Source: an optimization exercise on an open RTL-to-GDS flow (aim: small area). Production flows keep margins and buffers that such runs may drop. The RTL was checked by simulation tests, not by an equivalence proof against the original design. Power and IR drop assume default switching activity.

## intercepte
module intercepte
(
input clk50, reset,
input start, pause, fire,
input [NCHV-1:0] ChvCode,
output LEDGameOver,
output LEDPause1, LEDPause2,
output reg [SZGR-1:0] SR_GR,
output reg [SZRD-1:0] SR_RD,
output [6:0] DscM,
output [6:0] DscC,
output [6:0] DscD,
output [6:0] DscU,
output [6:0] DcrD,
output [6:0] DcrU
);
export LEC_CHECK = 0
export CAP_MARGIN = 20
export CORE_MARGIN = 2
export CORE_UTILIZATION = 40
export SLEW_MARGIN = 20
create_clock -name core_clock -period 20.0 [get_ports {clk50}]
standard.sh (not shown) runs the stock make flow with config.mk's settings and CLKGATE_MAP_FILE= SYNTH_SCRIPT=/design/flow/synth_recipe.tcl, a recipe that flattens the netlist after the stock synthesis.
==> flow/flow/run.sh <==
#!/bin/bash
# Standard ORFS layout, with the smallest buffer on the ports.
set -e
export BUFFER_PORTS_ARGS="-buffer_cell sky130_fd_sc_hd__buf_1"
bash standard.sh > standard.log 2>&1
Edit:
==> flow/flow/run.sh (replaced) <==
#!/bin/bash
# ORFS layout through the standard.sh, with:
#  - synthesis: ORFS's script without the full-adder extraction and with an area-oriented
#    ABC script (registers are untouched: same passes, flattening and names);
#  - the smallest buffer (buf_1) on the ports.
set -euo pipefail
here=$(pwd)
export ADDER_MAP_FILE=
export AREA_ABC_SCRIPT=$here/flow/area.abc
export BUFFER_PORTS_ARGS="-buffer_cell sky130_fd_sc_hd__buf_1"
export CTS_ARGS="-sink_clustering_enable -repair_clock_nets -buf_list {sky130_fd_sc_hd__clkbuf_2 sky130_fd_sc_hd__clkbuf_4 sky130_fd_sc_hd__clkbuf_8} -dont_use_dummy_load"
bash standard.sh SYNTH_SCRIPT=$here/flow/synth.tcl synth > synth.log 2>&1
bash standard.sh SYNTH_SCRIPT=$here/flow/synth.tcl finish > layout.log 2>&1
==> flow/flow/area.abc (new file) <==
strash
ifraig
dc2
strash
dch -f
map -a
topo
==> flow/flow/synth.tcl (new file) <==
# ORFS synthesis as synth_recipe.tcl runs it (no fsm/share passes, flattened, function nets
# renamed), with an area-oriented ABC script in place of ORFS's.
proc synth {args} { yosys synth -nofsm -noshare {*}$args }
proc abc {args} {
  set i [lsearch $args -script]
  if {$i >= 0} { lset args [expr {$i + 1}] $::env(AREA_ABC_SCRIPT) }
  yosys abc {*}$args
}
source $::env(SCRIPTS_DIR)/synth.tcl
# left out here: clear keep_hierarchy, flatten, clean up, hide names made inside functions, write 1_2_yosys.v
The changed run finished clean. Design area is lower by 13%. Power is about the same. Synthesized area goes down by 14%.
Edit:
--- a/flow/flow/run.sh
+++ b/flow/flow/run.sh
@@ -9,5 +9,4 @@
 export AREA_ABC_SCRIPT=$here/flow/area.abc
 export BUFFER_PORTS_ARGS="-buffer_cell sky130_fd_sc_hd__buf_1"
-export CTS_ARGS="-sink_clustering_enable -repair_clock_nets -buf_list {sky130_fd_sc_hd__clkbuf_2 sky130_fd_sc_hd__clkbuf_4 sky130_fd_sc_hd__clkbuf_8} -dont_use_dummy_load"
 bash standard.sh SYNTH_SCRIPT=$here/flow/synth.tcl synth > synth.log 2>&1
 bash standard.sh SYNTH_SCRIPT=$here/flow/synth.tcl finish > layout.log 2>&1
What happened: The new run completed with no timing, DRC or antenna violations; wire length climbs slightly; worst setup slack hardly moves; global-route usage climbs by 0.12 points; core utilization climbs by 1.7 points; clock power climbs by well over a third; total power climbs by about a fifth.
Edit:
--- a/flow/flow/run.sh
+++ b/flow/flow/run.sh
@@ -9,4 +9,5 @@
 export AREA_ABC_SCRIPT=$here/flow/area.abc
 export BUFFER_PORTS_ARGS="-buffer_cell sky130_fd_sc_hd__buf_1"
+export CTS_ARGS="-sink_clustering_enable -repair_clock_nets -buf_list sky130_fd_sc_hd__clkbuf_8 -dont_use_dummy_load"
 bash standard.sh SYNTH_SCRIPT=$here/flow/synth.tcl synth > synth.log 2>&1
 bash standard.sh SYNTH_SCRIPT=$here/flow/synth.tcl finish > layout.log 2>&1
The new run finished with timing, DRC and antenna clean.
Utilization goes down by 1.7 points.
First-iteration DRC count fell by 7.4%.
Design area came out lower by 3.5%.
Synthesized area does not change.
Edit:
--- a/flow/flow/run.sh
+++ b/flow/flow/run.sh
@@ -3,5 +3,6 @@
 #  - synthesis: ORFS's script without the full-adder extraction and with an area-oriented
 #    ABC script (registers are untouched: same passes, flattening and names);
-#  - the smallest buffer (buf_1) on the ports.
+#  - the smallest buffer (buf_1) on the ports;
+#  - a clock tree of clkbuf_8 without dummy loads.
 set -euo pipefail
 here=$(pwd)
==> flow/flow/area.abc (replaced) <==
&get -n
&st
&deepsyn -T 60
&put
strash
dch -f
if -K 4 -a
mfs2 -a
strash
dch -f
amap
topo
Result: The new run completed without violations; register-to-register slack loses 1.6 ns; worst setup slack gets better by 0.25 ns; final area is lower by 6.1%; die area falls by 6.4%; clock power came out higher by about 0.8%; non-clock buffer count falls by 1; worst hold slack stays flat; clock-buffer cell count is unchanged; global-route usage climbs by 0.55 points; sequential power grows by about 2%; combinational power shrinks by 17%.

==> static timing again, ports no longer ideal <==
Ports are ideal in the flow. The routed layouts listed here were re-timed in OpenROAD.
Step 1, drivers: a clkbuf_16 drives clk50 and a buf_2 each remaining input, both assumed.
Step 2, shift: input delay + t, output delay - t, t = (earliest + latest rising clock arrival at the registers) / 2. This alone moves slack from input paths to output paths.
a / b / c = ideal / step 1 / step 2; a / b = the first two.
run | t, ns | slack for setup (ns) | latest minus earliest clock arrival (ns) | pins driven straight from the clock port
the first run | 0.376 | 13.636 / 13.601 / 13.977 | 0.011 / 0.012 | 1
the second run | 0.368 | 13.107 / 13.076 / 13.444 | 0.016 / 0.016 | 1
the third run | 0.366 | 13.107 / 13.071 / 13.437 | 0.005 / 0.005 | 1
the fourth run | 0.368 | 13.107 / 13.076 / 13.444 | 0.016 / 0.016 | 1
the fifth run | 0.368 | 13.359 / 13.330 / 13.699 | 0.028 / 0.027 | 1
After both steps setup and hold are still met in every run listed.
